Context: an optimization exercise on an open-source flow, tuned for small area. The choices shown serve that exercise and are no tape-out recipe. Only simulation tests tie the RTL to the original design; equivalence was not proved. Power figures rest on the tool's default switching activity, not on a simulated workload.

===== flow/flow/run.sh =====
#!/bin/bash
# Layout flow: the standard ORFS flow (standard.sh) with
#  - synthesis by flow/synth.tcl (area-oriented logic mapping, same registers),
#  - port buffers of the smallest buffer cell instead of clkdlybuf4s50_1,
#  - clock tree synthesis with sink clusters of at most 25 sinks and 70 um
#    and without dummy loads.
# The make output goes to flow.log; ORFS keeps each step's log under orfs/logs.
set -euo pipefail
W=$PWD
bash standard.sh \
  "SYNTH_SCRIPT=$W/flow/synth.tcl" \
  "BUFFER_PORTS_ARGS=-buffer_cell sky130_fd_sc_hd__buf_1" \
  "CTS_ARGS=-sink_clustering_enable -repair_clock_nets -sink_clustering_size 25 -sink_clustering_max_diameter 70 -dont_use_dummy_load" \
  finish > "$W/flow.log" 2>&1

===== flow/flow/area.abc =====
strash
dch -f
amap
topo

===== flow/flow/synth.tcl =====
# The standard synthesis (synth_recipe.tcl), with three changes to the
# logic mapping only: Yosys's synth runs without its internal abc pass, so
# extract_fa sees the ripple adders as the RTL writes them; extract_fa only
# extracts full adders (half adders are left to ABC, which can then merge
# the inversions of the inverted age registers into the increment logic);
# and the final ABC mapping uses flow/area.abc, an area-only mapping without
# buffering or upsizing (placement repairs slew, capacitance and timing).
# Registers and their names are the same as in the standard synthesis.
set flow_dir [file dirname [file normalize [info script]]]
proc synth {args} { yosys synth -nofsm -noshare -noabc {*}$args }
proc abc {args} {
  set i [lsearch -exact $args -script]
  if { $i >= 0 } { lset args [expr { $i + 1 }] $::flow_dir/area.abc }
  yosys abc {*}$args
}
proc extract_fa {args} { yosys extract_fa -fa }
source $::env(SCRIPTS_DIR)/synth.tcl
# left out here: clear keep_hierarchy, flatten, clean up, hide names made inside functions, write 1_2_yosys.v

===== flow/standard.sh =====
#!/bin/bash
# synth_recipe.tcl (not shown) runs the flow's synth.tcl, then flattens the netlist and writes it again
# the make line also repeats each setting of config.mk as NAME=value (left out here)
make -C /OpenROAD-flow-scripts/flow DESIGN_CONFIG=/design/flow/config.mk WORK_HOME=/design/flow/orfs CLKGATE_MAP_FILE= SYNTH_SCRIPT=/design/flow/synth_recipe.tcl "${@:-finish}"

===== flow/config.mk =====
export PLATFORM = sky130hd
export DESIGN_NAME = qos_queue
export DESIGN_NICKNAME = qos_queue
export VERILOG_FILES = /design/flow/design.v
export SDC_FILE = /design/flow/constraint.sdc
export NUM_CORES = 4
export LEC_CHECK = 0
export ABC_AREA = 1
export CAP_MARGIN = 20
export CORE_MARGIN = 2
export CORE_UTILIZATION = 70
export SLEW_MARGIN = 20

===== flow/constraint.sdc =====
create_clock -name core_clock -period 12.0 [get_ports {clk}]
set_input_delay 2.4000 -clock core_clock [delete_from_list [all_inputs] [get_ports {clk}]]
set_output_delay 2.4000 -clock core_clock [all_outputs]
set_load 0.01 [all_outputs]

===== flow/design.v =====
module switch(
	input clk,
	input rst,
	input start,
	input in_0,
	input in_1,
	output reg wr,              
	output reg [3:0] p,         
	output [3:0] p_out          
);
	reg run;                    
	reg [1:0] cnt;              
	reg r, done;
	reg [1:0] c;
	reg [3:0] q;
	always @(posedge clk) begin
		r = run | ~start;
		c = start ? cnt : 2'd0;
		q = start ? p : 4'd0;
		done = 1'b0;
		if (r) begin
			if (in_0) begin
				if (c == 2'd3) done = 1'b1;
				c = c + 2'd1;
			end
			if (in_1 && !done) begin
				q[c] = 1'b1;
				if (c == 2'd3) done = 1'b1;
				c = c + 2'd1;
			end
		end
		cnt <= c;
		if (rst) begin
			run <= 1'b0;
			wr <= 1'b0;
			p <= 4'd0;
		end else begin
			run <= r & ~done;
			wr <= done;
			p <= q;
		end
	end
	assign p_out = run ? 4'd0 : p;
endmodule
module buffer(
	input clk,
	input rst,
	input [3:0] p_in,
	input read,
	input write,
	output reg [23:0] memory,
	output reg [2:0] fullness,
	output reg [15:0] time_total,
	output reg [9:0] input_count,
	output reg [7:0] drop_count
);
	reg [13:0] nage [0:5];         
	wire [13:0] age [0:5];
	genvar g;
	generate for (g = 0; g < 6; g = g + 1) begin : g_age
		assign age[g] = ~nage[g];
	end endgenerate
	wire rd = read & (fullness != 3'd0);
	wire drop = write & ~rd & (fullness == 3'd6);
	wire sh = rd | drop;
	wire [2:0] f1 = fullness - {2'd0, rd};
	wire [2:0] f2 = f1 + {2'd0, write & ~drop};
	wire nr = ~rst;
	wire s_sh = sh & nr;           
	wire s_hold = ~sh & nr;        
	integer j, k;
	reg [13:0] x;
	reg [14:0] cc;
	reg [5:0] wrap;
	reg [13:0] n [0:5];
	always @(*) begin
		for (j = 0; j < 6; j = j + 1) begin
			if (j < 5) x = (age[(j + 1) % 6] & {14{s_sh}}) | (age[j] & {14{s_hold}});
			else x = age[j] & {14{s_hold}};
			cc[0] = nr & (j < f2);
			for (k = 0; k < 14; k = k + 1) begin
				n[j][k] = x[k] ^ cc[k];
				cc[k + 1] = x[k] & cc[k];
			end
			wrap[j] = cc[14];
		end
	end
	wire s1 = wrap[0] ^ wrap[1] ^ wrap[2];
	wire k1 = (wrap[0] & wrap[1]) | (wrap[0] & wrap[2]) | (wrap[1] & wrap[2]);
	wire s2 = wrap[3] ^ wrap[4] ^ wrap[5];
	wire k2 = (wrap[3] & wrap[4]) | (wrap[3] & wrap[5]) | (wrap[4] & wrap[5]);
	wire [1:0] wc = {k1 ^ k2 ^ (s1 & s2), s1 ^ s2};
	wire [15:0] tt = time_total & {16{nr}};
	wire [15:0] v = ~({wc, age[0] & {14{sh}}} & {16{nr}});
	wire [2:0] fz = f2 & {3{nr}};
	reg [15:0] ps, pc;
	reg [16:0] tc;
	reg [15:0] tn;
	always @(*) begin
		for (k = 0; k < 16; k = k + 1) begin
			if (k < 3) begin
				ps[k] = tt[k] ^ v[k] ^ fz[k];
				pc[k] = (tt[k] & v[k]) | (tt[k] & fz[k]) | (v[k] & fz[k]);
			end else begin
				ps[k] = tt[k] ^ v[k];
				pc[k] = tt[k] & v[k];
			end
		end
		tc[0] = 1'b1;
		for (k = 0; k < 16; k = k + 1) begin
			if (k == 0) begin
				tn[k] = ps[k] ^ tc[k];
				tc[k + 1] = ps[k] & tc[k];
			end else begin
				tn[k] = ps[k] ^ pc[k - 1] ^ tc[k];
				tc[k + 1] = (ps[k] & pc[k - 1]) | (ps[k] & tc[k]) | (pc[k - 1] & tc[k]);
			end
		end
	end
	wire [9:0] icq = input_count & {10{nr}};
	wire [7:0] dcq = drop_count & {8{nr}};
	reg [10:0] ic;
	reg [8:0] dc;
	reg [9:0] icn;
	reg [7:0] dcn;
	always @(*) begin
		ic[0] = write & nr;
		for (k = 0; k < 10; k = k + 1) begin
			icn[k] = icq[k] ^ ic[k];
			ic[k + 1] = icq[k] & ic[k];
		end
		dc[0] = drop & nr;
		for (k = 0; k < 8; k = k + 1) begin
			dcn[k] = dcq[k] ^ dc[k];
			dc[k + 1] = dcq[k] & dc[k];
		end
	end
	reg [5:0] wsel;
	reg [23:0] mn;
	always @(*) begin
		for (j = 0; j < 6; j = j + 1) begin
			wsel[j] = write & nr & (j == 5 ? (f1 >= 3'd5) : (f1 == j));
			if (j < 5)
				mn[4 * j +: 4] = (memory[4 * ((j + 1) % 6) +: 4] & {4{s_sh & ~wsel[j]}}) |
					(memory[4 * j +: 4] & {4{s_hold & ~wsel[j]}}) | (p_in & {4{wsel[j]}});
			else
				mn[4 * j +: 4] = (memory[4 * j +: 4] & {4{s_hold & ~wsel[j]}}) | (p_in & {4{wsel[j]}});
		end
	end
	always @(posedge clk) begin
		for (j = 0; j < 6; j = j + 1) nage[j] <= ~n[j];
		memory <= mn;
		fullness <= f2 & {3{nr}};
		time_total <= tn;
		input_count <= icn;
		drop_count <= dcn;
	end
endmodule
module rca #(parameter W = 8) (
	input [W-1:0] a,
	input [W-1:0] b,
	input ci,
	output [W-1:0] s
);
	wire [W:0] cy;
	assign cy[0] = ci;
	genvar i;
	generate
		for (i = 0; i < W; i = i + 1) begin : g
			assign s[i] = a[i] ^ b[i] ^ cy[i];
			assign cy[i + 1] = (a[i] & b[i]) | (a[i] & cy[i]) | (b[i] & cy[i]);
		end
	endgenerate
endmodule
module gt #(parameter W = 8) (
	input [W-1:0] a,
	input [W-1:0] b,
	output o
);
	wire [W:0] c;
	assign c[0] = 1'b0;
	genvar i;
	generate
		for (i = 0; i < W; i = i + 1) begin : g
			assign c[i + 1] = (a[i] & ~b[i]) | (c[i] & (a[i] | ~b[i]));
		end
	endgenerate
	assign o = c[W];
endmodule
module decision(
	input  clk,
	input  rst,
	input  read_clk,
	input [2:0] fullness_1,
	input [2:0] fullness_2,
	input [2:0] fullness_3,
	input [2:0] fullness_4,
	input [15:0] total_time_1,
	input [15:0] total_time_2,
	input [15:0] total_time_3,
	input [15:0] total_time_4,
	output reg read_1,
	output reg read_2,
	output reg read_3,
	output reg read_4
);
	function [15:0] sq;
		input [2:0] f;
		input [11:0] w;
		case (f)
			3'd0: sq = 16'd0;
			3'd1: sq = w;
			3'd2: sq = w * 4;
			3'd3: sq = w * 9;
			3'd4: sq = w * 16;
			3'd5: sq = w * 25;
			3'd6: sq = w * 36;
			default: sq = w * 49;
		endcase
	endfunction
	wire [15:0] k0 = sq(fullness_1, 12'd15);
	wire [15:0] k1 = sq(fullness_2, 12'd425);
	wire [15:0] k2 = sq(fullness_3, 12'd759);
	wire [15:0] k3 = sq(fullness_4, 12'd1000);
	wire [18:0] h0, g0;
	rca #(19) a0a({total_time_1, 3'd0}, ~{3'd0, total_time_1}, 1'b1, g0);
	rca #(19) a0b(g0, {12'd0, k0[9:3]}, 1'b0, h0);
	wire [21:0] p0 = {h0, k0[2:0]};
	wire [18:0] h1, g1;
	rca #(19) a1a({1'b0, total_time_2, 2'd0}, {3'd0, total_time_2}, 1'b0, g1);
	rca #(19) a1b(g1, {8'd0, k1[13:3]}, 1'b0, h1);
	wire [21:0] p1 = {h1, k1[2:0]};
	wire [20:0] g2a, g2, p2;
	rca #(21) a2a({4'd0, total_time_3, 1'b0}, {5'd0, total_time_3}, 1'b0, g2a);
	rca #(21) a2b({1'b0, total_time_3, 4'd0}, g2a, 1'b0, g2);
	rca #(21) a2c(g2, {6'd0, k2[14:0]}, 1'b0, p2);
	wire [17:0] g3, p3;
	rca #(18) a3a({1'b0, total_time_4, 1'b0}, {2'd0, total_time_4}, 1'b0, g3);
	rca #(18) a3b(g3, {2'd0, k3}, 1'b0, p3);
	wire c01, c23, c02, c03, c12, c13;
	gt #(22) g01(p1, p0, c01);
	gt #(21) g23({3'd0, p3}, p2, c23);
	gt #(22) g02({1'b0, p2}, p0, c02);
	gt #(22) g03({4'd0, p3}, p0, c03);
	gt #(22) g12({1'b0, p2}, p1, c12);
	gt #(22) g13({4'd0, p3}, p1, c13);
	wire cf = c23 ? (c01 ? c13 : c03) : (c01 ? c12 : c02);
	wire go = read_clk & ~rst;
	always @(posedge clk) begin
		read_1 <= go & ~cf & ~c01;
		read_2 <= go & ~cf & c01;
		read_3 <= go & cf & ~c23;
		read_4 <= go & cf & c23;
	end
endmodule
module qos_queue(
	input clk,
	input rst,                  
	input start,                
	input in_0,                 
	input in_1,                 
	input read_tick,            
	output [3:0]  p_in,         
	output [3:0]  read,         
	output [11:0] fullness,     
	output [95:0] memory,       
	output [31:0] drop_count,   
	output [39:0] input_count   
);
	wire wr;
	wire [3:0] pk;
	wire [15:0] total_times[3:0];
	switch switch1(clk, rst, start, in_0, in_1, wr, pk, p_in);
	genvar b;
	generate
		for (b = 0; b < 4; b = b + 1) begin : g_buf
			buffer buffer_i(clk, rst, pk, read[b], wr & (pk[3:2] == b),
				memory[24*b +: 24], fullness[3*b +: 3], total_times[b],
				input_count[10*b +: 10], drop_count[8*b +: 8]);
		end
	endgenerate
	decision decision1(clk, rst, read_tick, fullness[2:0], fullness[5:3], fullness[8:6], fullness[11:9],
		total_times[0], total_times[1], total_times[2], total_times[3], read[0], read[1], read[2], read[3]);
endmodule

==> results of run 1 <==
[metrics by stage]
step | util | setup WS (ps)
after floorplan | - | -484
after global placement | 0.744 | 1320
after global routing | 0.763 | 880
after CTS | 0.763 | 1490
final | 0.763 | 1510
after detailed placement | 0.744 | 1130
[critical path, delay by kind of cell (launching register included)]
family	cells	cell delay, ps
AO/OA/AOI/OAI	7	1130
flip-flops	1	370
AND/OR/NAND/NOR	10	1050
buffers and inverters	2	230
adder cells (fa/ha/maj)	17	7590
[sequential cells by signal, summed over array words and instances (netlist names)]
signal,cells
g_buf.buffer_i.nage,336
g_buf.buffer_i.memory,96
g_buf.buffer_i.time_total,64
g_buf.buffer_i.input_count,40
g_buf.buffer_i.drop_count,32
g_buf.buffer_i.fullness,12
switch1.p,4
switch1.cnt,2
decision1.read_1,1
decision1.read_2,1
decision1.read_3,1
decision1.read_4,1
switch1.run,1
switch1.wr,1
[power groups by stage]
stage,clock (mW),combinational (mW),sequential (mW)
2_1_floorplan,0,2.52,2.21
3_3_place_gp,0,3.07,2.23
3_5_place_dp,0,3.22,2.24
4_1_cts,1.07,3.26,2.20
5_1_grt,1.14,3.74,2.21
6_report,1.06,3.31,2.19
[per-layer routing]
metal  part of all wire  track usage  vias up
met2               0.49        0.534      627
met5                  0            0        -
li1                   -            -    12700
met3              0.048       0.0325       95
met1               0.44        0.403    11600
met4              0.020       0.0788        0
[synthesized netlist by cell type, types with 3 or more instances]
cell | instances | area, µm²
or3_1 | 10 | 62.6
nand3_1 | 59 | 295
nor2_1 | 366 | 1370
clkinv_1 | 604 | 2270
a21boi_0 | 3 | 22.5
a22oi_1 | 4 | 30.0
o21ai_0 | 435 | 2180
a221oi_1 | 13 | 114
a21o_1 | 23 | 173
and3_1 | 4 | 25.0
o22a_1 | 44 | 385
o22ai_1 | 315 | 1970
nand4_1 | 11 | 68.8
o21a_1 | 22 | 165
buf_4 | 4 | 30.0
or2_0 | 6 | 37.5
a21oi_1 | 282 | 1410
a221o_1 | 3 | 30.0
nor3_1 | 60 | 300
a211oi_1 | 6 | 45.0
nand2_1 | 427 | 1600
o221ai_1 | 32 | 280
fa_1 | 187 | 3740
o211ai_1 | 5 | 37.5
nor2b_1 | 13 | 81.3
o21bai_1 | 10 | 75.1
nor4_1 | 5 | 31.3
dfxtp_1 | 592 | 11900
[final cells by class]
cell class                 count  area share
tap                          532      0.0214
multi-input combinational   2359       0.472
inverter                     604      0.0730
sequential                   592       0.381
timing repair buffer         206      0.0270
clock buffer                  31      0.0250
[how the worst min path moves through the flow]
| stage | slack, ps | endpoint | start | depth (start not counted) |
|---|---|---|---|---|
| floorplan | 450 | switch1.cnt[0] | switch1.cnt[0] | 2 |
| global placement | 430 | g_buf[0].buffer_i.memory[23] | g_buf[0].buffer_i.memory[23] | 2 |
| detailed placement | 440 | g_buf[1].buffer_i.memory[23] | g_buf[1].buffer_i.memory[23] | 2 |
| CTS | 460 | g_buf[1].buffer_i.memory[23] | g_buf[1].buffer_i.memory[23] | 2 |
| global route | 480 | g_buf[2].buffer_i.memory[22] | g_buf[2].buffer_i.memory[22] | 2 |
| finish | 450 | g_buf[1].buffer_i.memory[23] | g_buf[1].buffer_i.memory[23] | 2 |
[kinds of logic (layout without fill, tap and decap cells)]
logic type,Yosys count,after routing,synth area share
AOI/OAI and AO/OA,1204,1204,0.242
adders and majority gates,187,187,0.130
buffers and inverters,609,841,0.0799
DFF,592,592,0.411
and+or+nand+nor,968,968,0.137
==> results.txt, run 1 <==
* Outcome: finished clean
* Comb pwr share at 0.504
* Synth Instances at 3560
* WHS at 453 ps
* Antenna Cells at 0
* Fin cells at 4324
* Area of the multi-input gates at 14700 µm²
* # DRC at 0
* Fraction of registers with async set/reset at 0
* Fin. max-slew vios at 0
* Initial Utilization at 0.707
* Hold-fix buffer count after cts at 0
* Post-synthesis cell area at 28800 µm²
* Commonest non-fill, non-tap cell in the layout: clkinv_1
* Max_cap viols at 0
* GRT Total Usage at 0.304
* Remaining antenna violation count at 0
* Vias at 25.0k
* Clock-pin slew on the worst setup and hold paths at 100 ps
* Post-synth EDFFs at 0
* Flop pwr share at 0.334
* RSZ-0062 raised after global routing: false
* Num Clock Sinks at 592
* Skew final at 57.2 ps
* Die W at 207 µm
* Mean Syn Cell Area at 8.09 µm²
* FF-to-FF path depth at 36
* Wire per inst at 15.1 µm
* Register area at 11900 µm²
* Die Ht at 207 µm
* Synthesis-to-layout area growth at 7.88%
* Largest net degree at the start of global routing at 87
* Final setup viols at 0
* Final Total Pwr at 6.56 mW
* Sequential area share after synthesis at 0.411
* CTS max path bufs at 3
* Post_cts resized at 0
* Core Box Area at 40700 µm²
* FMAX at 0.0953 GHz
* Main flop type after synthesis: dfxtp_1
* Post-place instance area at 30300 µm²
* Startpoint Class: flip-flop
* IO Count at 194
* Final Cycle Share at 0.874
* Number of synthesized register bits at 592
* Worst Tran Pin Value at 1000 ps
* CP most frequent cell: fa_1
* Worst Path Class, Setup: reg2reg
* WL final at 65200 µm
* Register-to-register setup slack at 1510 ps
* Final Instance Area at 31100 µm²
* Clk root buf: clkbuf_16
* Detailed Routing Iterations Pass 1 at 6
* Num rows at 74
* Hold Path Class: reg2reg
* Final nets at 3987
* Crit path largest cell delay at 480 ps
* Initial antenna violation count at 0
* Warnings, synthesis at 6
* Sw Pwr at 2.67 mW
* P per Cell Area at 211 nW/µm²
* Fin. Hold Viols at 0
* Total Negative Setup Slacks at 0 ps
* CP endpoint: decision1.read_4
* Slowest CP cell: fa_1
* R2r endpoint: decision1.read_4
* Critical Path Fanout Max at 4
* First-pass GRT wire length at 109000 µm
* Setup Buffers After CTS at 0
* Vias in the first global route at 24.0k
* Slew HR at 0.325
* Clock power share at 0.161
* Pint at 3.89 mW
* Placed cells at 4293
* WP data arrival at 10980 ps
* Gpl congestion at 0.923
* Fraction of layout cells with a size suffix above 1 at 0.0142
* Die ar. at 42800 µm²
* Total grt overflow at 0
* Leakage at 10.6 nW
* CP Launch Point: g_buf[2].buffer_i.time_total[1]
* Filler Cell Count at 3062
* Switching portion of total power at 0.408
* R2r startpoint: g_buf[2].buffer_i.time_total[1]
* Most frequent cells in the layout: 603 x clkinv_1, 592 x dfxtp_1, 435 x o21ai_0
* Inserted Clock Buffers at 31
* I/O Buffers at 193
* Worst-Skew Late Latency at 610 ps
* CTS tree: yes
* Maximum vdd drop at 0.280 mV
* Final HPWL DP at 48500 µm
* DRT iter0 DRCs at 1753
* Distinct cells, synth at 39
* Period minus WS final at 10490 ps
* Worst endpoint required time at 12490 ps
* Syn Nets at 3753
* Vias per cell at 5.78
* CTS H-tree depth at 1
* Crit. End Element: flip-flop
==> run 2: changes to the inputs <==
--- a/flow/config.mk
+++ b/flow/config.mk
@@ -6,7 +6,7 @@
 export NUM_CORES = 4
 export LEC_CHECK = 0
 export ABC_AREA = 1
-export CAP_MARGIN = 20
+export CAP_MARGIN = 5
 export CORE_MARGIN = 2
 export CORE_UTILIZATION = 70
-export SLEW_MARGIN = 20
+export SLEW_MARGIN = 5
==> run 2 against run 1 <==
  * Synthesized area is the same
  * Largest cell class unchanged
  * Still clean on timing, DRC and antenna
  * Via count is the same
  * Global-route usage is the same
  * Utilization is the same
  * Final cell count is the same
  * Clock power is essentially flat
  * Setup slack is the same
  * Count of clock-buffer cells in the layout is the same
  * Sequential power is essentially flat
  * Sequential cell count is the same
  * First-iteration DRC count is the same
  * Design area is the same
==> results.txt, run 2 <==
* Outcome: finished clean
* Total grt overflow at 0 (unchanged)
* Synthesis-to-layout area growth at 7.88% (unchanged)
* Initial Utilization at 0.707 (unchanged)
* Final setup viols at 0 (unchanged)
* IO Count at 194 (unchanged)
* Inserted Clock Buffers at 31 (unchanged)
* Synth Instances at 3560 (unchanged)
* Maximum vdd drop at 0.280 mV (unchanged)
* Final Total Pwr at 6.56 mW (unchanged)
* Area of the multi-input gates at 14700 µm² (unchanged)
* Top post-synthesis cells by count: 604 x clkinv_1, 592 x dfxtp_1, 435 x o21ai_0, 427 x nand2_1, 366 x nor2_1
* Final nets at 3987 (unchanged)
* Worst Path Class, Setup: reg2reg
* CTS tree: yes
* Fin. Hold Viols at 0 (unchanged)
* Leakage at 10.6 nW (unchanged)
* WP data arrival at 10980 ps (about the same)
* Post-synth EDFFs at 0 (unchanged)
* Die W at 207 µm (unchanged)
* Period minus WS final at 10490 ps (unchanged)
* Vias at 25.0k (unchanged)
* Placed cells at 4293 (unchanged)
* Worst endpoint required time at 12490 ps (about the same)
* Clock-pin slew on the worst setup and hold paths at 100 ps (about the same)
* Final Instance Area at 31100 µm² (unchanged)
* Fraction of registers with async set/reset at 0 (unchanged)
* Crit. End Element: flip-flop
* Wire per inst at 15.1 µm (unchanged)
* WL final at 65200 µm (unchanged)
* Mean Syn Cell Area at 8.09 µm² (unchanged)
* Filler Cell Count at 3062 (unchanged)
* Cell taking the most area after synthesis: dfxtp_1
* Core Box Area at 40700 µm² (unchanged)
* Vias per cell at 5.78 (unchanged)
* Slowest CP cell: fa_1
* Commonest non-fill, non-tap cell in the layout: clkinv_1
* Fraction of layout cells with a size suffix above 1 at 0.0142 (unchanged)
* DRT iter0 DRCs at 1753 (unchanged)
* GRT Total Usage at 0.304 (unchanged)
* Num rows at 74 (unchanged)
* CTS H-tree depth at 1 (unchanged)
* Hold-fix buffer count after cts at 0 (unchanged)
* Slew HR at 0.325 (unchanged)
* Num Clock Sinks at 592 (unchanged)
* Final HPWL DP at 48500 µm (unchanged)
* Initial antenna violation count at 0 (unchanged)
* Most frequent cells in the layout: 603 x clkinv_1, 592 x dfxtp_1, 435 x o21ai_0
* Fin. max-slew vios at 0 (unchanged)
* I/O Buffers at 193 (unchanged)
* Number of synthesized register bits at 592 (unchanged)
* Main flop type after synthesis: dfxtp_1
* Detailed Routing Iterations Pass 1 at 6 (unchanged)
* Gpl congestion at 0.923 (unchanged)
* CP most frequent cell: fa_1
* Register area at 11900 µm² (unchanged)
* Syn Nets at 3753 (unchanged)
* Post_cts resized at 0 (unchanged)
* RSZ-0062 raised after global routing: false
* Synth top area share at 0.411 (unchanged)
* Clk root buf: clkbuf_16
* Setup Buffers After CTS at 0 (unchanged)
* Warnings, synthesis at 6 (unchanged)
* # DRC at 0 (unchanged)
* P per Cell Area at 211 nW/µm² (unchanged)
* Fin cells at 4324 (unchanged)
* Sequential area share after synthesis at 0.411 (unchanged)
* Top reg by flops: g_buf.buffer_i.nage
* FMAX at 0.0953 GHz (unchanged)
* Area contributors post-synth: dfxtp_1 41%, fa_1 13%, clkinv_1 7.9%
* Largest registers: g_buf.buffer_i.nage: 336 flops, g_buf.buffer_i.memory: 96 flops, g_buf.buffer_i.time_total: 64 flops
* Remaining antenna violation count at 0 (unchanged)
* Die Ht at 207 µm (unchanged)
* Post-synthesis cell area at 28800 µm² (unchanged)
* Vias in the first global route at 24.0k (unchanged)
* Hold Path Class: reg2reg
* Crit path largest cell delay at 480 ps (about the same)
* Worst-Skew Late Latency at 610 ps (about the same)
* Worst Tran Pin Value at 1000 ps (unchanged)
* Final Cycle Share at 0.874 (unchanged)
* Critical Path Fanout Max at 4 (unchanged)
* Distinct cells, synth at 39 (unchanged)
* Die ar. at 42800 µm² (unchanged)
* CTS max path bufs at 3 (unchanged)
* First-pass GRT wire length at 109000 µm (unchanged)
* Count leader, synth: clkinv_1
* Antenna Cells at 0 (unchanged)
* Largest net degree at the start of global routing at 87 (unchanged)
* Post-place instance area at 30300 µm² (unchanged)
* Skew final at 57.2 ps (unchanged)
* Startpoint Class: flip-flop
* Max_cap viols at 0 (unchanged)
* Largest register FFs at 336 (unchanged)
run 2: cell counts in the layout (fill, tap and decap cells not counted):
Identical to the previous run, type by type.
run 2: critical path: cells and delay by family, from the launching register on:
kind / cells / cell delay [ps]
AOI/OAI and AO/OA: 7 / 1130
adders and majority gates: 17 / 7590
buffers and inverters: 2 / 230
DFF: 1 / 370
and+or+nand+nor: 10 / 1050
run 2: routing by layer:
layer | track usage | wire length (µm) | part of all wire
met1 | 0.403 | 28900 | 0.44
met2 | 0.534 | 32000 | 0.49
met3 | 0.0325 | 3100 | 0.048
met4 | 0.0788 | 1280 | 0.020
met5 | 0 | 0 | 0
run 2: report_power, final:
group / internal, mW / total [mW] / switching [mW]
Clock: 0.457 / 1.06 / 0.602
Combinational: 1.37 / 3.31 / 1.94
Sequential: 2.06 / 2.19 / 0.130
run 2: metrics by stage:
stage | util | setup WS (ps) | TNS (ps) | hold slack [ps]
detailed placement | 0.744 | 1130 | 0 | 444
finish | 0.763 | 1510 | 0 | 453
CTS | 0.763 | 1490 | 0 | 458
global route | 0.763 | 880 | 0 | 481
floorplan | - | -484 | -3350 | 451
global placement | 0.744 | 1320 | 0 | 426
run 2: kinds of logic after synthesis:
family / Yosys count / synth area share
adders and majority gates: 187 / 0.130
buffers and inverters: 609 / 0.0799
and+or+nand+nor: 968 / 0.137
AOI/OAI and AO/OA: 1204 / 0.242
DFF: 592 / 0.411
run 2: layout make-up:
cell class                      instances  share of cell area
Multi-Input combinational cell       2359               0.472
Sequential cell                       592               0.381
Inverter                              604              0.0730
Clock buffer                           31              0.0250
Timing Repair Buffer                  206              0.0270
Tap cell                              532              0.0214
run 2: path summary, 6_finish.rpt:
check	endpoint	from	cells past startpoint	slack [ps]
worst max-delay path	decision1.read_4	g_buf[2].buffer_i.time_total[1]	36	1510
worst min-delay path	g_buf[1].buffer_i.memory[23]	g_buf[1].buffer_i.memory[23]	2	450
worst max register to register	decision1.read_4	g_buf[2].buffer_i.time_total[1]	36	1510
worst min register to register	g_buf[1].buffer_i.memory[23]	g_buf[1].buffer_i.memory[23]	2	450
==> run 3: changes to the inputs <==
--- a/flow/flow/run.sh
+++ b/flow/flow/run.sh
@@ -10,5 +10,5 @@
 bash standard.sh \
   "SYNTH_SCRIPT=$W/flow/synth.tcl" \
   "BUFFER_PORTS_ARGS=-buffer_cell sky130_fd_sc_hd__buf_1" \
-  "CTS_ARGS=-sink_clustering_enable -repair_clock_nets -sink_clustering_size 25 -sink_clustering_max_diameter 70 -dont_use_dummy_load" \
+  "CTS_ARGS=-sink_clustering_enable -repair_clock_nets -sink_clustering_size 20 -sink_clustering_max_diameter 50 -dont_use_dummy_load -buf_list sky130_fd_sc_hd__clkbuf_8" \
   finish > "$W/flow.log" 2>&1
--- a/flow/config.mk
+++ b/flow/config.mk
@@ -6,7 +6,7 @@
 export NUM_CORES = 4
 export LEC_CHECK = 0
 export ABC_AREA = 1
-export CAP_MARGIN = 5
+export CAP_MARGIN = 20
 export CORE_MARGIN = 2
-export CORE_UTILIZATION = 70
-export SLEW_MARGIN = 5
+export CORE_UTILIZATION = 60
+export SLEW_MARGIN = 20
==> run 3 against run 2 <==
  * Design area about the same
  * Synthesized cell count unchanged
  * Sequential share of layout area about the same
  * Sequential cell count unchanged
  * Clock power decreased by 7%
  * Critical path depth unchanged
  * Die area increased by 16%
  * Non-clock buffer count increased by 1
  * Global-route usage decreased by 4.5 points
  * Combinational power decreased by 3%
  * Largest cell class unchanged
==> results.txt, run 3 <==
* FMAX at 0.0948 GHz (-0.54%)
* Skew final at 76.4 ps (+19.1 ps)
* Detailed Routing Iterations Pass 1 at 5 (-1)
* Crit. End Element: flip-flop
* WP data arrival at 11110 ps (+130 ps)
* Leakage at 10.5 nW (-0.21%)
* Setup Buffers After CTS at 0 (unchanged)
* Post-synth EDFFs at 0 (unchanged)
* Top post-synthesis cells by count: 604 x clkinv_1, 592 x dfxtp_1, 435 x o21ai_0, 427 x nand2_1, 366 x nor2_1
* Register-to-register setup slack at 1450 ps (-60 ps)
* Synthesis-to-layout area growth at 7.92% (about the same)
* HP Start: g_buf[0].buffer_i.memory[23]
* GRT Total Usage at 0.259 (-0.0449)
* Fin. Hold Viols at 0 (unchanged)
* DRT iter0 DRCs at 1453 (-17%)
* Remaining antenna violation count at 0 (unchanged)
* Hold path endpoint: g_buf[0].buffer_i.memory[23]
* WHS at 439 ps (-14.5 ps)
* Largest net degree at the start of global routing at 86 (-1.1%)
* Top delay family on crit path: adder cells
* CP Depth at 36 (unchanged)
* Most frequent cells in the layout: 603 x clkinv_1, 592 x dfxtp_1, 435 x o21ai_0
* # DRC at 0 (unchanged)
* Final Total Pwr at 6.38 mW (-2.7%)
* Syn Nets at 3753 (unchanged)
* Clk root buf: clkbuf_8
* Distinct cells, synth at 39 (unchanged)
* Worst-Skew Late Latency at 680 ps (+70 ps)
* Number of synthesized register bits at 592 (unchanged)
* I/O Buffers at 193 (unchanged)
* Pre-CTS setup slack at 1090 ps (-44.8 ps)
* Inserted Clock Buffers at 50 (+61%)
* Synth Area in Compound Gates at 0.242 (unchanged)
* Vias at 24.5k (-2.0%)
* Startpoint Class: flip-flop
* Worst Tran Pin Value at 1050 ps (+48.1 ps)
* CP most frequent cell: fa_1
* Synth top area share at 0.411 (unchanged)
* WL final at 63800 µm (-2.2%)
* CTS H-tree depth at 2 (+1)
* Fin. max-slew vios at 0 (unchanged)
* Largest family of logic cells by synthesized area: compound AO/OA/AOI/OAI gates
* Main flop type after synthesis: dfxtp_1
* Synth Instances at 3560 (unchanged)
* Slowest CP cell: fa_1
* Worst Path Class, Setup: reg2reg
* Initial Utilization at 0.606 (-0.101)
* Final HPWL DP at 48300 µm (-0.60%)
* Sequential area share after synthesis at 0.411 (unchanged)
* IO Count at 194 (unchanged)
* Synth Area in Adders at 0.130 (unchanged)
* Mean Syn Cell Area at 8.09 µm² (unchanged)
* Hold-fix buffer count after cts at 0 (unchanged)
* Num rows at 80 (+8.1%)
* Worst hold stages at 2 (unchanged)
* Commonest non-fill, non-tap cell in the layout: clkinv_1
* Filler Cell Count at 4128 (+35%)
* Max_cap viols at 0 (unchanged)
* Area contributors post-synth: dfxtp_1 41%, fa_1 13%, clkinv_1 7.9%
* Die W at 223 µm (+7.9%)
* Top reg by flops: g_buf.buffer_i.nage
* Final Cycle Share at 0.879 (+0.00478)
* FF-to-FF path depth at 36 (unchanged)
* Gpl congestion at 0.900 (-2.5%)
* Vias per cell at 5.53 (-4.3%)
* R2r endpoint: decision1.read_3
* Warnings, synthesis at 6 (unchanged)
* Crit path largest cell delay at 470 ps (about the same)
* CTS tree: yes
* Total grt overflow at 0 (unchanged)
* Mux share of post-synthesis cell area at 0 (unchanged)
* First-pass GRT wire length at 109000 µm (-0.44%)
* Simple-gate area share of the yosys netlist at 0.137 (unchanged)
* Final nets at 4007 (+0.50%)
* Post-synthesis cell area at 28800 µm² (unchanged)
* Largest register FFs at 336 (unchanged)
* Fraction of registers with async set/reset at 0 (unchanged)
* Maximum vdd drop at 0.281 mV (+0.49%)
* Cell taking the most area after synthesis: dfxtp_1
* Fraction of layout cells with a size suffix above 1 at 0.0194 (+0.00517)
* Die ar. at 49800 µm² (+16%)
* Critical Path Fanout Max at 4 (unchanged)
* Count leader, synth: clkinv_1
* Final Util at 0.654 (-0.109)
* Outcome: finished clean
* Final setup viols at 0 (unchanged)
* Worst endpoint required time at 12560 ps (+70 ps)
* Initial antenna violation count at 0 (unchanged)
* Vias in the first global route at 23.2k (-3.2%)
* R2r startpoint: g_buf[2].buffer_i.time_total[1]
* Period minus WS final at 10550 ps (+57.4 ps)
* Slew HR at 0.292 (-0.0324)
* CP Buf/Inv Count at 2 (unchanged)
* Hold Path Class: reg2reg
* Die Ht at 223 µm (+7.9%)
* Post-synthesis xor/xnor area fraction at 0 (unchanged)
* Num Clock Sinks at 592 (unchanged)
* Setup ws final at 1450 ps (-57.4 ps)
* Wire per inst at 14.4 µm (-4.5%)
* Largest registers: g_buf.buffer_i.nage: 336 flops, g_buf.buffer_i.memory: 96 flops, g_buf.buffer_i.time_total: 64 flops
* Core Box Area at 47500 µm² (+17%)
* Antenna Cells at 0 (unchanged)
* CP Launch Point: g_buf[2].buffer_i.time_total[1]
* Post_cts resized at 0 (unchanged)
* P per Cell Area at 205 nW/µm² (-2.7%)
* CTS max path bufs at 3 (unchanged)
* Clock-pin slew on the worst setup and hold paths at 100 ps (about the same)
* RSZ-0062 raised after global routing: false
run 3: cell counts after synthesis:
No cell type changed its count.
run 3: report_power, final:
group	total [mW]	leakage (nW)	switching [mW]	internal [mW]
Sequential	2.19	4.80	0.130	2.06
Clock	0.985	0.359	0.614	0.371
Combinational	3.21	5.37	1.86	1.34
run 3: stage by stage:
| stage | TNS (ps) | cell area [µm²] | cells |
|---|---|---|---|
| global route | 0 | 31100 | 4427 |
| floorplan | -3350 | 28800 | 3560 |
| global placement | 0 | 30400 | 4377 |
| detailed placement | 0 | 30400 | 4377 |
| finish | 0 | 31100 | 4427 |
| CTS | 0 | 31100 | 4427 |
run 3: worst register-to-register path, delay by kind of cell (launching register included):
family,cells,cell delay [ps]
and+or+nand+nor,10,1060
adders and majority gates,17,7600
DFF,1,370
AOI/OAI and AO/OA,7,1170
buffers and inverters,2,230
run 3: worst max-delay path by stage:
stage	end	slack, ps
2_1_floorplan	g_buf[0].buffer_i.time_total[15]	-480
3_3_place_gp	g_buf[0].buffer_i.time_total[15]	1170
3_5_place_dp	g_buf[0].buffer_i.time_total[15]	1090
4_1_cts	decision1.read_4	1420
5_1_grt	decision1.read_3	860
6_report	decision1.read_3	1450
run 3: logic make-up (layout without fill, tap and decap cells):
| logic type | after synthesis | count (layout) |
|---|---|---|
| DFF | 592 | 592 |
| AOI/OAI and AO/OA | 1204 | 1204 |
| buffers and inverters | 609 | 861 |
| and+or+nand+nor | 968 | 968 |
| adders and majority gates | 187 | 187 |
run 3: final cells by class:
class	instances	area [µm²]	area share
well taps	615	769	0.0247
inverters	604	2270	0.0730
repair buffers	207	833	0.0268
flip-flops and latches	592	11900	0.381
clock buffers	50	688	0.0221
multi-input cells	2359	14700	0.472
run 3: routing by layer:
layer,routed length (µm),up-vias,track usage
met1,30000,11200,0.366
met5,0,-,0
met4,1300,0,0.0641
met2,29700,499,0.426
li1,-,12700,-
met3,2800,97,0.0336
==> run 4: changes to the inputs <==
--- a/flow/config.mk
+++ b/flow/config.mk
@@ -8,5 +8,5 @@
 export ABC_AREA = 1
 export CAP_MARGIN = 20
 export CORE_MARGIN = 2
-export CORE_UTILIZATION = 60
+export CORE_UTILIZATION = 70
 export SLEW_MARGIN = 20
==> run 4 against run 3 <==
  * Count of clock-buffer cells in the layout decreased by 3
  * Global-route usage increased by 4.6 points
  * Synthesized area unchanged
  * First-iteration DRC count increased by 20%
  * Hold slack improved by 12 ps
  * Final cell count decreased by 2.0%
  * Design area decreased by 0.45%
  * Critical endpoint is now decision1.read_4
  * Combinational power increased by 2%
  * Clock power decreased by 3.1%
  * Non-clock buffer count decreased by 1
==> results.txt, run 4 <==
* Outcome: finished clean
* CTS tree: yes
* IO Count at 194 (unchanged)
* I/O Buffers at 193 (unchanged)
* Distinct cells, synth at 39 (unchanged)
* Synth top area share at 0.411 (unchanged)
* Num Clock Sinks at 592 (unchanged)
* Top reg by flops: g_buf.buffer_i.nage
* Detailed Routing Iterations Pass 1 at 8 (+3)
* Die ar. at 42800 µm² (-14%)
* Number of synthesized register bits at 592 (unchanged)
* Vias in the first global route at 23.9k (+3.1%)
* Total Negative Setup Slacks at 0 ps (unchanged)
* Vias at 25.1k (+2.5%)
* Synthesis-to-layout area growth at 7.44%
* WL final at 65000 µm (+1.9%)
* Syn Nets at 3753 (unchanged)
* Hold Path Class: reg2reg
* WHS at 451 ps (+12.1 ps)
* CTS H-tree depth at 2 (unchanged)
* Commonest non-fill, non-tap cell in the layout: clkinv_1
* Final Cycle Share at 0.872 (-0.00737)
* Worst endpoint required time at 12550 ps (about the same)
* Cell taking the most area after synthesis: dfxtp_1
* Antenna Cells at 0 (unchanged)
* Leakage at 10.5 nW (-0.21%)
* Initial antenna violation count at 0 (unchanged)
* WP data arrival at 11010 ps (-100 ps)
* Largest net degree at the start of global routing at 87 (+1.2%)
* Clk root buf: clkbuf_8
* Synth Instances at 3560 (unchanged)
* Slowest CP cell: fa_1
* Clock-pin slew on the worst setup and hold paths at 110 ps (about the same)
* Mean Syn Cell Area at 8.09 µm² (unchanged)
* Crit path largest cell delay at 480 ps (about the same)
* Area contributors post-synth: dfxtp_1 41%, fa_1 13%, clkinv_1 7.9%
* CTS max path bufs at 3 (unchanged)
* Final Instance Area at 31000 µm² (-0.45%)
* Die W at 207 µm (-7.3%)
* Final Util at 0.760 (+0.106)
* Gpl congestion at 0.923 (+2.6%)
* Skew final at 71.7 ps (-4.63 ps)
* Total grt overflow at 0 (unchanged)
* Largest register FFs at 336 (unchanged)
* Most frequent cells in the layout: 603 x clkinv_1, 592 x dfxtp_1, 435 x o21ai_0
* Post_cts resized at 0 (unchanged)
* Slew HR at 0.321 (+0.0292)
* Core Box Area at 40700 µm² (-14%)
* DRT iter0 DRCs at 1740 (+20%)
* Post-synth EDFFs at 0 (unchanged)
* Final HPWL DP at 48500 µm (+0.61%)
* Fraction of registers with async set/reset at 0 (unchanged)
* Max_cap viols at 0 (unchanged)
* Maximum vdd drop at 0.279 mV (-0.70%)
* Hold-fix buffer count after cts at 0 (unchanged)
* Worst Tran Pin Value at 1010 ps (-43.4 ps)
* # DRC at 0 (unchanged)
* Worst Path Class, Setup: reg2reg
* Post-place instance area at 30300 µm² (-0.32%)
* Count leader, synth: clkinv_1
* First-pass GRT wire length at 109000 µm (+0.11%)
* Sequential area share after synthesis at 0.411 (unchanged)
* Period minus WS final at 10460 ps (-88.4 ps)
* Num rows at 74 (-7.5%)
* Critical Path Fanout Max at 4 (unchanged)
* Startpoint Class: flip-flop
* Die Ht at 207 µm (-7.3%)
* CP most frequent cell: fa_1
* Fin. Hold Viols at 0 (unchanged)
* FMAX at 0.0956 GHz (+0.85%)
* Vias per cell at 5.78 (+4.5%)
* Worst-Skew Late Latency at 680 ps (about the same)
* GRT Total Usage at 0.305 (+0.0458)
* Wire per inst at 15.0 µm (+4.0%)
* Initial Utilization at 0.707 (+0.101)
* Remaining antenna violation count at 0 (unchanged)
* Inserted Clock Buffers at 47 (-6.0%)
* Final setup viols at 0 (unchanged)
* Main flop type after synthesis: dfxtp_1
* Warnings, synthesis at 6 (unchanged)
* Top post-synthesis cells by count: 604 x clkinv_1, 592 x dfxtp_1, 435 x o21ai_0, 427 x nand2_1, 366 x nor2_1
* Setup Buffers After CTS at 0 (unchanged)
* P per Cell Area at 208 nW/µm² (+1.3%)
* RSZ-0062 raised after global routing: false
* Fin cells at 4340 (-2.0%)
* Crit. End Element: flip-flop
* Placed cells at 4293 (-1.9%)
* Fraction of layout cells with a size suffix above 1 at 0.0184 (-0.00103)
* Largest registers: g_buf.buffer_i.nage: 336 flops, g_buf.buffer_i.memory: 96 flops, g_buf.buffer_i.time_total: 64 flops
* Fin. max-slew vios at 0 (unchanged)
* Post-synthesis cell area at 28800 µm² (unchanged)
* Final nets at 4003 (-0.10%)
-- run 4: cell counts after synthesis --
Identical to the previous run, type by type.
-- run 4: area by class of cell --
type                            instances  area [µm²]
Clock buffer                           47         647
Timing Repair Buffer                  206         838
Inverter                              604        2270
Multi-Input combinational cell       2359       14700
Tap cell                              532         666
Fill cell                            3083        9790
Sequential cell                       592       11900
-- run 4: metrics by stage --
step	worst slack [ps]	total power [mW]
after global routing	913	6.99
after global placement	1320	5.30
after floorplan	-484	4.72
after CTS	1540	6.42
after detailed placement	1130	5.46
final	1540	6.44
-- run 4: logic make-up after synthesis --
family | share of synthesized area
compound gates | 0.242
buf+inv | 0.0799
fa+ha+maj | 0.130
simple gates | 0.137
flops | 0.411
-- run 4: worst paths after layout --
kind | start | endpoint | slack (ps) | depth (start not counted)
hold reg to reg | g_buf[1].buffer_i.memory[15] | g_buf[1].buffer_i.memory[11] | 450 | 2
setup / recovery | g_buf[2].buffer_i.time_total[1] | decision1.read_4 | 1540 | 36
hold / removal | g_buf[1].buffer_i.memory[15] | g_buf[1].buffer_i.memory[11] | 450 | 2
setup reg to reg | g_buf[2].buffer_i.time_total[1] | decision1.read_4 | 1540 | 36
-- run 4: per-layer routing --
layer | track usage | routed length, µm
met1 | 0.400 | 28900
met2 | 0.529 | 31400
met3 | 0.0403 | 3280
met4 | 0.0912 | 1390
met5 | 0 | 0
-- run 4: critical path, delay by kind of cell (launching register included) --
kind	cells	cell delay, ps
adders and majority gates	17	7610
AOI/OAI and AO/OA	7	1140
and+or+nand+nor	10	1050
DFF	1	360
buffers and inverters	2	230
-- run 4: power breakdown --
part	leakage [nW]	internal [mW]	total, mW	switching (mW)
clock network	0.338	0.350	0.954	0.604
logic	5.37	1.36	3.29	1.93
registers	4.80	2.06	2.19	0.129
total	10.5	3.77	6.44	2.66
==> run 5: changes to the inputs <==
--- a/flow/flow/run.sh
+++ b/flow/flow/run.sh
@@ -10,5 +10,5 @@
 bash standard.sh \
   "SYNTH_SCRIPT=$W/flow/synth.tcl" \
   "BUFFER_PORTS_ARGS=-buffer_cell sky130_fd_sc_hd__buf_1" \
-  "CTS_ARGS=-sink_clustering_enable -repair_clock_nets -sink_clustering_size 20 -sink_clustering_max_diameter 50 -dont_use_dummy_load -buf_list sky130_fd_sc_hd__clkbuf_8" \
+  "CTS_ARGS=-sink_clustering_enable -repair_clock_nets -sink_clustering_size 16 -sink_clustering_max_diameter 40 -dont_use_dummy_load -buf_list sky130_fd_sc_hd__clkbuf_8" \
   finish > "$W/flow.log" 2>&1
--- a/flow/config.mk
+++ b/flow/config.mk
@@ -8,5 +8,5 @@
 export ABC_AREA = 1
 export CAP_MARGIN = 20
 export CORE_MARGIN = 2
-export CORE_UTILIZATION = 70
+export CORE_UTILIZATION = 60
 export SLEW_MARGIN = 20
==> run 5 against run 4 <==
  * Still clean
  * Via count fell by 1.6%
  * Global-route usage shrank 4.3 points
  * Register-to-register slack got worse by 90 ps
  * Sequential power hardly changed
  * Setup slack got worse by 90 ps
  * Critical path depth is the same
  * Largest power group unchanged
==> results.txt, run 5 <==
* Slew HR at 0.306 (-0.0158)
* FMAX at 0.0948 GHz (-0.85%)
* Vias in the first global route at 23.5k (-1.7%)
* Final Cycle Share at 0.879 (+0.00750)
* Largest net degree at the start of global routing at 86 (-1.1%)
* Core Box Area at 47500 µm² (+17%)
* Total grt overflow at 0 (unchanged)
* Switching portion of total power at 0.399 (-0.0146)
* GRT Total Usage at 0.262 (-0.0430)
* Outcome: finished clean
* Mean Syn Cell Area at 8.09 µm² (unchanged)
* Skew final at 79.4 ps (+7.64 ps)
* Worst endpoint required time at 12540 ps (about the same)
* Gr busiest metal: met2
* Main flop type after synthesis: dfxtp_1
* Final Instance Area at 31500 µm² (+1.9%)
* CTS tree: yes
* IO Count at 194 (unchanged)
* Comb pwr share at 0.481 (-0.030)
* Clock-pin slew on the worst setup and hold paths at 60 ps (-50 ps)
* Top post-synthesis cells by count: 604 x clkinv_1, 592 x dfxtp_1, 435 x o21ai_0, 427 x nand2_1, 366 x nor2_1
* Vias per cell at 5.54 (-4.2%)
* Clock power share at 0.190 (+0.042)
* Flop pwr share at 0.329 (-0.011)
* Most frequent cells in the layout: 603 x clkinv_1, 592 x dfxtp_1, 435 x o21ai_0
* P per Cell Area at 212 nW/µm² (+1.8%)
* Fin. max-slew vios at 0 (unchanged)
* Post-synth EDFFs at 0 (unchanged)
* DRT iter0 DRCs at 1525 (-12%)
* Hold-fix buffer count after cts at 0 (unchanged)
* Num rows at 80 (+8.1%)
* Worst Tran Pin Value at 1030 ps (+23.5 ps)
* Cell taking the most area after synthesis: dfxtp_1
* Fraction of layout cells with a size suffix above 1 at 0.0276 (+0.00919)
* Syn Nets at 3753 (unchanged)
* Maximum vdd drop at 0.281 mV (+0.70%)
* Detailed Routing Iterations Pass 1 at 5 (-3)
* Top reg by flops: g_buf.buffer_i.nage
* Total Negative Setup Slacks at 0 ps (unchanged)
* Post-place instance area at 30400 µm² (+0.33%)
* Setup Buffers After CTS at 0 (unchanged)
* Initial Utilization at 0.606 (-0.101)
* FF-to-FF path depth at 36 (unchanged)
* Fraction of registers with async set/reset at 0 (unchanged)
* Fin. Hold Viols at 0 (unchanged)
* Largest registers: g_buf.buffer_i.nage: 336 flops, g_buf.buffer_i.memory: 96 flops, g_buf.buffer_i.time_total: 64 flops
* Hold Path Class: reg2reg
* Remaining antenna violation count at 0 (unchanged)
* Wire per inst at 14.4 µm (-3.6%)
* Startpoint Class: flip-flop
* Area contributors post-synth: dfxtp_1 41%, fa_1 13%, clkinv_1 7.9%
* # DRC at 0 (unchanged)
* Die W at 223 µm (+7.9%)
* Synth Instances at 3560 (unchanged)
* Sequential area share after synthesis at 0.411 (unchanged)
* Slowest CP cell: fa_1
* Synth top area share at 0.411 (unchanged)
* CTS H-tree depth at 3 (+1)
* I/O Buffers at 193 (unchanged)
* RSZ-0062 raised after global routing: false
* Final Util at 0.663 (-0.0965)
* Number of synthesized register bits at 592 (unchanged)
* Die Ht at 223 µm (+7.9%)
* Met3 usage at 0.0348 (-0.00558)
* Distinct cells, synth at 39 (unchanged)
* Count leader, synth: clkinv_1
* Crit. End Element: flip-flop
* Num Clock Sinks at 592 (unchanged)
* Crit path largest cell delay at 470 ps (about the same)
* Warnings, synthesis at 6 (unchanged)
* Synthesis-to-layout area growth at 9.46%
* Final Total Pwr at 6.67 mW (+3.7%)
* Setup ws final at 1450 ps (-90.0 ps)
* Final HPWL DP at 48300 µm (-0.60%)
* Met1 usage at 0.366 (-0.0343)
* First-pass GRT wire length at 110000 µm (+0.58%)
* WP data arrival at 11090 ps (+80 ps)
* Sw Pwr at 2.66 mW (about the same)
* Met2 usage at 0.428 (-0.101)
* Final setup viols at 0 (unchanged)
* Worst hold stages at 2 (unchanged)
* Largest register FFs at 336 (unchanged)
* Leakage at 10.8 nW (+2.4%)
* Pint at 4.01 mW (+6.3%)
* Final nets at 4039 (+0.90%)
* Die ar. at 49800 µm² (+16%)
* Post_cts resized at 0 (unchanged)
* Pre-CTS setup slack at 1090 ps (-44.8 ps)
* Post-synthesis cell area at 28800 µm² (unchanged)
* Gpl congestion at 0.900 (-2.5%)
* WL final at 64400 µm (-0.91%)
* CP most frequent cell: fa_1
* Critical Path Fanout Max at 4 (unchanged)
* Clk root buf: clkbuf_8
* Vias at 24.7k (-1.6%)
* Commonest non-fill, non-tap cell in the layout: clkinv_1
* Inserted Clock Buffers at 82 (+74%)
* Worst Path Class, Setup: reg2reg
* Max_cap viols at 0 (unchanged)
* Worst-Skew Late Latency at 660 ps (-20 ps)
* Period minus WS final at 10550 ps (+90.0 ps)
* Initial antenna violation count at 0 (unchanged)
* CTS max path bufs at 3 (unchanged)
==> run 5: layout make-up <==
cell class	instances	area, µm²
inverters	604	2270
flip-flops and latches	592	11900
well taps	615	769
fillers	4083	16000
repair buffers	207	833
clock buffers	82	1130
multi-input cells	2359	14700
diodes	1	2.50
==> run 5: power by group through the flow <==
stage          registers (mW)  clock network (mW)  logic [mW]
2_1_floorplan            2.21                   0        2.52
3_5_place_dp             2.24                   0        3.19
3_3_place_gp             2.24                   0        3.08
4_1_cts                  2.20                1.31        3.21
6_report                 2.19                1.27        3.21
5_1_grt                  2.22                1.39        3.68
==> run 5: final timing paths <==
check / startpoint / endpoint / slack (ps)
max: g_buf[2].buffer_i.time_total[1] / decision1.read_3 / 1450
min: g_buf[0].buffer_i.memory[23] / g_buf[0].buffer_i.memory[23] / 430
max reg2reg: g_buf[2].buffer_i.time_total[1] / decision1.read_3 / 1450
min reg2reg: g_buf[0].buffer_i.memory[23] / g_buf[0].buffer_i.memory[23] / 430
==> run 5: stage by stage <==
step                cells  hold WS [ps]
detailed placement   4377           427
finish               4460           433
global placement     4377           427
global route         4459           462
floorplan            3560           451
CTS                  4459           437
==> run 5: worst max-delay path: cells and delay by family (launching register included) <==
| family | cells | cell delay, ps |
|---|---|---|
| compound gates | 7 | 1180 |
| fa+ha+maj | 17 | 7590 |
| flops | 1 | 360 |
| simple gates | 10 | 1060 |
| buf+inv | 2 | 230 |
==> run 5: logic make-up (layout without fill, tap and decap cells) <==
kind of cell / Yosys count / in the layout / synth area share
flops: 592 / 592 / 0.411
buf+inv: 609 / 893 / 0.0799
compound gates: 1204 / 1204 / 0.242
simple gates: 968 / 968 / 0.137
other cells: 0 / 1 / 0
fa+ha+maj: 187 / 187 / 0.130
==> run 5: layer usage <==
metal,part of all wire,up-vias
li1,-,12800
met1,0.47,11200
met2,0.47,549
met3,0.046,97
met4,0.020,0
met5,0,-
==> run 6: changes to the inputs <==
--- a/flow/flow/run.sh
+++ b/flow/flow/run.sh
@@ -10,5 +10,5 @@
 bash standard.sh \
   "SYNTH_SCRIPT=$W/flow/synth.tcl" \
   "BUFFER_PORTS_ARGS=-buffer_cell sky130_fd_sc_hd__buf_1" \
-  "CTS_ARGS=-sink_clustering_enable -repair_clock_nets -sink_clustering_size 16 -sink_clustering_max_diameter 40 -dont_use_dummy_load -buf_list sky130_fd_sc_hd__clkbuf_8" \
+  "CTS_ARGS=-sink_clustering_enable -repair_clock_nets -sink_clustering_size 20 -sink_clustering_max_diameter 50 -dont_use_dummy_load -buf_list {sky130_fd_sc_hd__clkbuf_8 sky130_fd_sc_hd__clkbuf_16}" \
   finish > "$W/flow.log" 2>&1
==> run 6 against run 5 <==
  * Still clean
  * Hold slack better by 0.62 ps
  * Combinational power is essentially flat
  * Final cell count is 0.74% lower
  * Maximum frequency rose by 0.16%
==> results.txt, run 6 <==
* Vias per cell at 5.57 (+0.53%)
* Fraction of layout cells with a size suffix above 1 at 0.0194 (-0.00816)
* Maximum vdd drop at 0.282 mV (+0.26%)
* I/O Buffers at 193 (unchanged)
* Fin. Hold Viols at 0 (unchanged)
* Area contributors post-synth: dfxtp_1 41%, fa_1 13%, clkinv_1 7.9%
* Synth top area share at 0.411 (unchanged)
* Final Cycle Share at 0.878 (-0.00138)
* Hold Path Class: reg2reg
* Sequential area share after synthesis at 0.411 (unchanged)
* CTS max path bufs at 3 (unchanged)
* IO Count at 194 (unchanged)
* Warnings, synthesis at 6 (unchanged)
* Gpl congestion at 0.900 (unchanged)
* Worst-Skew Late Latency at 610 ps (-50 ps)
* Final Instance Area at 31700 µm² (+0.38%)
* Initial antenna violation count at 0 (unchanged)
* Slowest CP cell: fa_1
* Critical Path Fanout Max at 4 (unchanged)
* Antenna Cells at 0 (-1)
* CP most frequent cell: fa_1
* Post_cts resized at 0 (unchanged)
* FF-to-FF path depth at 36 (unchanged)
* Slew HR at 0.313 (+0.00758)
* P per Cell Area at 215 nW/µm² (+1.7%)
* Vias at 24.6k (-0.22%)
* Setup Buffers After CTS at 0 (unchanged)
* Wire per inst at 14.6 µm (+1.1%)
* Period minus WS final at 10530 ps (-16.6 ps)
* WL final at 64600 µm (+0.32%)
* Count leader, synth: clkinv_1
* Leakage at 10.8 nW (+0.25%)
* Num Clock Sinks at 592 (unchanged)
* Hold-fix buffer count after cts at 0 (unchanged)
* Clk root buf: clkbuf_16
* Skew final at 60.3 ps (-19.0 ps)
* Worst hold stages at 2 (unchanged)
* Distinct cells, synth at 39 (unchanged)
* Clock-pin slew on the worst setup and hold paths at 70 ps (about the same)
* Die Ht at 223 µm (unchanged)
* FMAX at 0.0949 GHz (+0.16%)
* Total Negative Setup Slacks at 0 ps (unchanged)
* RSZ-0062 raised after global routing: false
* Fraction of registers with async set/reset at 0 (unchanged)
* Synthesis-to-layout area growth at 9.88%
* Gr busiest metal: met2
* First-pass GRT wire length at 110000 µm (+0.30%)
* Worst Tran Pin Value at 1020 ps (-11.3 ps)
* Syn Nets at 3753 (unchanged)
* Total grt overflow at 0 (unchanged)
* DRT iter0 DRCs at 1627 (+6.7%)
* Crit. End Element: flip-flop
* Die ar. at 49800 µm² (unchanged)
* Cell taking the most area after synthesis: dfxtp_1
* WP data arrival at 11020 ps (-70 ps)
* Worst endpoint required time at 12480 ps (-60 ps)
* Top post-synthesis cells by count: 604 x clkinv_1, 592 x dfxtp_1, 435 x o21ai_0, 427 x nand2_1, 366 x nor2_1
* Largest registers: g_buf.buffer_i.nage: 336 flops, g_buf.buffer_i.memory: 96 flops, g_buf.buffer_i.time_total: 64 flops
* Commonest non-fill, non-tap cell in the layout: clkinv_1
* Fin. max-slew vios at 0 (unchanged)
* Final nets at 4007 (-0.79%)
* Worst Path Class, Setup: reg2reg
* Final HPWL DP at 48300 µm (unchanged)
* WHS at 434 ps (+0.623 ps)
* CTS H-tree depth at 2 (-1)
* Final Total Pwr at 6.81 mW (+2.0%)
* Max_cap viols at 0 (unchanged)
* CTS tree: yes
* Largest register FFs at 336 (unchanged)
* Top reg by flops: g_buf.buffer_i.nage
* Die W at 223 µm (unchanged)
* Crit path largest cell delay at 470 ps (about the same)
* # DRC at 0 (unchanged)
* Post-place instance area at 30400 µm² (unchanged)
* Startpoint Class: flip-flop
* Largest net degree at the start of global routing at 86 (unchanged)
* Detailed Routing Iterations Pass 1 at 5 (unchanged)
* Met3 usage at 0.0327 (-0.00211)
* Final setup viols at 0 (unchanged)
* Outcome: finished clean
* Initial Utilization at 0.606 (unchanged)
* Synth Instances at 3560 (unchanged)
* Main flop type after synthesis: dfxtp_1
* Vias in the first global route at 23.5k (-0.25%)
* Mean Syn Cell Area at 8.09 µm² (unchanged)
* Post-synthesis cell area at 28800 µm² (unchanged)
* Core Box Area at 47500 µm² (unchanged)
* Remaining antenna violation count at 0 (unchanged)
* Number of synthesized register bits at 592 (unchanged)
* Post-synth EDFFs at 0 (unchanged)
* Most frequent cells in the layout: 603 x clkinv_1, 592 x dfxtp_1, 435 x o21ai_0
* Met1 usage at 0.365 (-0.000591)
* Met2 usage at 0.433 (+0.00524)
* Inserted Clock Buffers at 50 (-39%)
* Num rows at 80 (unchanged)
* GRT Total Usage at 0.262 (about the same)
## run 6: cell counts after synthesis
No cell type changed its count.
## run 6: area by class of cell
| class | instances | area [µm²] |
|---|---|---|
| well taps | 615 | 769 |
| repair buffers | 207 | 833 |
| fillers | 4077 | 15900 |
| inverters | 604 | 2270 |
| multi-input cells | 2359 | 14700 |
| clock buffers | 50 | 1250 |
| flip-flops and latches | 592 | 11900 |
## run 6: final timing paths
kind	start	to	slack [ps]
setup / recovery	g_buf[2].buffer_i.time_total[1]	decision1.read_4	1470
hold / removal	g_buf[0].buffer_i.memory[23]	g_buf[0].buffer_i.memory[23]	430
setup reg to reg	g_buf[2].buffer_i.time_total[1]	decision1.read_4	1470
hold reg to reg	g_buf[0].buffer_i.memory[23]	g_buf[0].buffer_i.memory[23]	430
## run 6: kinds of logic after synthesis
family	after synthesis	share of synthesized area
buffers and inverters	609	0.0799
adders and majority gates	187	0.130
DFF	592	0.411
AOI/OAI and AO/OA	1204	0.242
and+or+nand+nor	968	0.137
## run 6: per-stage QoR
stage | worst slack [ps] | cells | utilization
after floorplan | -484 | 3560 | -
after global placement | 1170 | 4377 | 0.639
after detailed placement | 1090 | 4377 | 0.639
after CTS | 1440 | 4427 | 0.666
after global routing | 876 | 4427 | 0.666
final | 1470 | 4427 | 0.666
## run 6: where the power goes
part	switching, mW	internal, mW
Sequential	0.129	2.06
Clock	0.667	0.730
Combinational	1.88	1.34
Total	2.67	4.14
## run 6: layer usage
layer | vias to the layer above | wire length [µm] | share of wire
met4 | 0 | 1360 | 0.021
met3 | 99 | 2900 | 0.045
met5 | - | 0 | 0
li1 | 12800 | - | -
met2 | 542 | 30200 | 0.47
met1 | 11200 | 30200 | 0.47
## run 6: critical path: cells and delay by family, from the launching register on
family / cells / cell delay (ps)
adders and majority gates: 17 / 7590
AOI/OAI and AO/OA: 7 / 1180
and+or+nand+nor: 10 / 1050
DFF: 1 / 370
buffers and inverters: 2 / 230
==> run 7: changes to the inputs <==
==> flow/flow/run.sh (replaced) <==
#!/bin/bash
# Layout flow: the standard ORFS flow (standard.sh) with
#  - synthesis by flow/synth.tcl (area-oriented logic mapping, same registers),
#  - port buffers of the smallest buffer cell instead of clkdlybuf4s50_1,
#  - clock tree synthesis with sink clusters of at most 32 sinks and 70 um
#    and without dummy loads.
# The make output goes to flow.log; ORFS keeps each step's log under orfs/logs.
set -euo pipefail
W=$PWD
bash standard.sh \
  "SYNTH_SCRIPT=$W/flow/synth.tcl" \
  "BUFFER_PORTS_ARGS=-buffer_cell sky130_fd_sc_hd__buf_1" \
  "CTS_ARGS=-sink_clustering_enable -repair_clock_nets -sink_clustering_size 32 -sink_clustering_max_diameter 70 -dont_use_dummy_load" \
  finish > "$W/flow.log" 2>&1
--- a/flow/config.mk
+++ b/flow/config.mk
@@ -8,5 +8,5 @@
 export ABC_AREA = 1
 export CAP_MARGIN = 20
 export CORE_MARGIN = 2
-export CORE_UTILIZATION = 60
+export CORE_UTILIZATION = 70
 export SLEW_MARGIN = 20
==> run 7 against run 6 <==
  * Critical path type unchanged
  * Still clean on timing, DRC and antenna
  * Routed wire length is 0.46% higher
  * Register-to-register slack improved by 50 ps
  * Via count is 1.6% higher
  * Global-route usage grew 4.2 points
  * Combinational power increased by 3%
==> results.txt, run 7 <==
* Fraction of registers with async set/reset at 0 (unchanged)
* Synth Area in Compound Gates at 0.242 (unchanged)
* Total Negative Setup Slacks at 0 ps (unchanged)
* Final setup viols at 0 (unchanged)
* Count leader, synth: clkinv_1
* Register-to-register setup slack at 1520 ps (+50 ps)
* DRT iter0 DRCs at 1568 (-3.6%)
* Leakage at 10.6 nW (-2.2%)
* Post-synthesis xor/xnor area fraction at 0 (unchanged)
* Hold-fix buffer count after cts at 0 (unchanged)
* Slew HR at 0.319 (+0.00593)
* Top post-synthesis cells by count: 604 x clkinv_1, 592 x dfxtp_1, 435 x o21ai_0, 427 x nand2_1, 366 x nor2_1
* Vias in the first global route at 24.0k (+2.1%)
* Crit path largest cell delay at 480 ps (about the same)
* Pint at 3.88 mW (-6.1%)
* Sequential area share after synthesis at 0.411 (unchanged)
* Skew final at 73.1 ps (+12.8 ps)
* Worst-Skew Late Latency at 640 ps (+30 ps)
* Max_cap viols at 0 (unchanged)
* Period minus WS final at 10480 ps (-53.6 ps)
* Final HPWL DP at 48500 µm (+0.61%)
* Maximum vdd drop at 0.281 mV (-0.52%)
* Gpl congestion at 0.923 (+2.6%)
* Synth Area in Adders at 0.130 (unchanged)
* Synth top area share at 0.411 (unchanged)
* # DRC at 0 (unchanged)
* Distinct cells, synth at 39 (unchanged)
* Startpoint Class: flip-flop
* Core Box Area at 40700 µm² (-14%)
* Vias at 25.0k (+1.6%)
* Main flop type after synthesis: dfxtp_1
* Top delay family on crit path: adder cells
* Critical Path Fanout Max at 4 (unchanged)
* Fraction of layout cells with a size suffix above 1 at 0.0142 (-0.00517)
* Clock power share at 0.162 (-0.043)
* FF-to-FF path depth at 36 (unchanged)
* Slowest CP cell: fa_1
* Num Clock Sinks at 592 (unchanged)
* Initial antenna violation count at 0 (unchanged)
* Vias per cell at 5.79 (+4.0%)
* Post_cts resized at 0 (unchanged)
* Detailed Routing Iterations Pass 1 at 6 (+1)
* RSZ-0062 raised after global routing: false
* CP Buf/Inv Count at 2 (unchanged)
* GRT Total Usage at 0.304 (+0.0418)
* Outcome: finished clean
* Final nets at 3987 (-0.50%)
* CTS tree: yes
* Remaining antenna violation count at 0 (unchanged)
* CP Depth at 36 (unchanged)
* Cell taking the most area after synthesis: dfxtp_1
* IO Count at 194 (unchanged)
* P per Cell Area at 211 nW/µm² (-1.9%)
* Hold Path Class: reg2reg
* WL final at 64900 µm (+0.46%)
* Commonest non-fill, non-tap cell in the layout: clkinv_1
* Post-synth EDFFs at 0 (unchanged)
* Die Ht at 207 µm (-7.3%)
* Flop pwr share at 0.334 (+0.012)
* CTS max path bufs at 3 (unchanged)
* Largest net degree at the start of global routing at 87 (+1.2%)
* Synth Instances at 3560 (unchanged)
* Most frequent cells in the layout: 603 x clkinv_1, 592 x dfxtp_1, 435 x o21ai_0
* Initial Utilization at 0.707 (+0.101)
* Worst Path Class, Setup: reg2reg
* Number of synthesized register bits at 592 (unchanged)
* Post-synthesis cell area at 28800 µm² (unchanged)
* Simple-gate area share of the yosys netlist at 0.137 (unchanged)
* Die W at 207 µm (-7.3%)
* Fin. Hold Viols at 0 (unchanged)
* CTS H-tree depth at 1 (-1)
## run 7: kinds of logic after synthesis
| logic type | after synthesis |
|---|---|
| compound gates | 1204 |
| fa+ha+maj | 187 |
| buf+inv | 609 |
| flops | 592 |
| simple gates | 968 |
## run 7: worst register-to-register path: cells and delay by family (launching register included)
kind	cells	cell delay, ps
flops	1	370
simple gates	10	1050
fa+ha+maj	17	7590
compound gates	7	1120
buf+inv	2	230
## run 7: layer usage
metal | track usage | wire, µm | share of wire | vias up
li1 | - | - | - | 12700
met1 | 0.404 | 28900 | 0.45 | 11600
met2 | 0.532 | 31700 | 0.49 | 610
met3 | 0.0358 | 2950 | 0.045 | 96
met4 | 0.0740 | 1340 | 0.021 | 0
met5 | 0 | 0 | 0 | -
## run 7: stage by stage
| stage | power (mW) | util | setup WS [ps] | cells |
|---|---|---|---|---|
| 2_1_floorplan | 4.72 | - | -484 | 3560 |
| 3_3_place_gp | 5.30 | 0.744 | 1320 | 4293 |
| 3_5_place_dp | 5.46 | 0.744 | 1130 | 4293 |
| 4_1_cts | 6.54 | 0.763 | 1500 | 4324 |
| 5_1_grt | 7.10 | 0.763 | 891 | 4324 |
| 6_report | 6.56 | 0.763 | 1520 | 4324 |
## run 7: how the worst min path moves through the flow
stage / from / to / slack, ps / cells after the start
after floorplan: switch1.cnt[0] / switch1.cnt[0] / 450 / 2
after CTS: g_buf[1].buffer_i.memory[23] / g_buf[1].buffer_i.memory[23] / 460 / 2
after detailed placement: g_buf[1].buffer_i.memory[23] / g_buf[1].buffer_i.memory[23] / 440 / 2
after global routing: g_buf[2].buffer_i.memory[22] / g_buf[2].buffer_i.memory[22] / 480 / 2
after global placement: g_buf[0].buffer_i.memory[23] / g_buf[0].buffer_i.memory[23] / 430 / 2
final: g_buf[1].buffer_i.memory[23] / g_buf[1].buffer_i.memory[23] / 450 / 2
## run 7: power groups by stage
stage | Combinational [mW] | Clock, mW | Sequential [mW]
finish | 3.31 | 1.06 | 2.19
global route | 3.74 | 1.15 | 2.21
CTS | 3.26 | 1.08 | 2.20
detailed placement | 3.22 | 0 | 2.24
global placement | 3.07 | 0 | 2.23
floorplan | 2.52 | 0 | 2.21
## run 7: final cells by class
type	instances	area, µm²
Tap cell	532	666
Inverter	604	2270
Multi-Input combinational cell	2359	14700
Fill cell	3065	9660
Sequential cell	592	11900
Timing Repair Buffer	206	838
Clock buffer	31	776

afterwards: timing with drivers on the ports:
How much do the figures lean on ideal ports? The routed layouts below were timed once more, with nothing changed but the port constraints.
Step 1 assumes that a clkbuf_16 drives the clock port and a buf_2 every other input.
Step 2 also shifts input and output timing later by t, the mid clock arrival at the registers, as if the neighbouring blocks saw the same clock.
Three values: no drivers, after step 1, after step 2; two values: the first two.
run	t, ns	setup WS [ns]
run 1	0.635	1.508 / 1.508 / 1.091
run 2	0.635	1.508 / 1.508 / 1.091
run 3	0.700	1.451 / 1.451 / 1.155
run 4	0.694	1.539 / 1.539 / 1.117
run 5	0.677	1.449 / 1.449 / 1.149
run 6	0.638	1.466 / 1.466 / 1.148
run 7	0.653	1.519 / 1.519 / 1.107
After both steps every run listed still meets setup and hold.
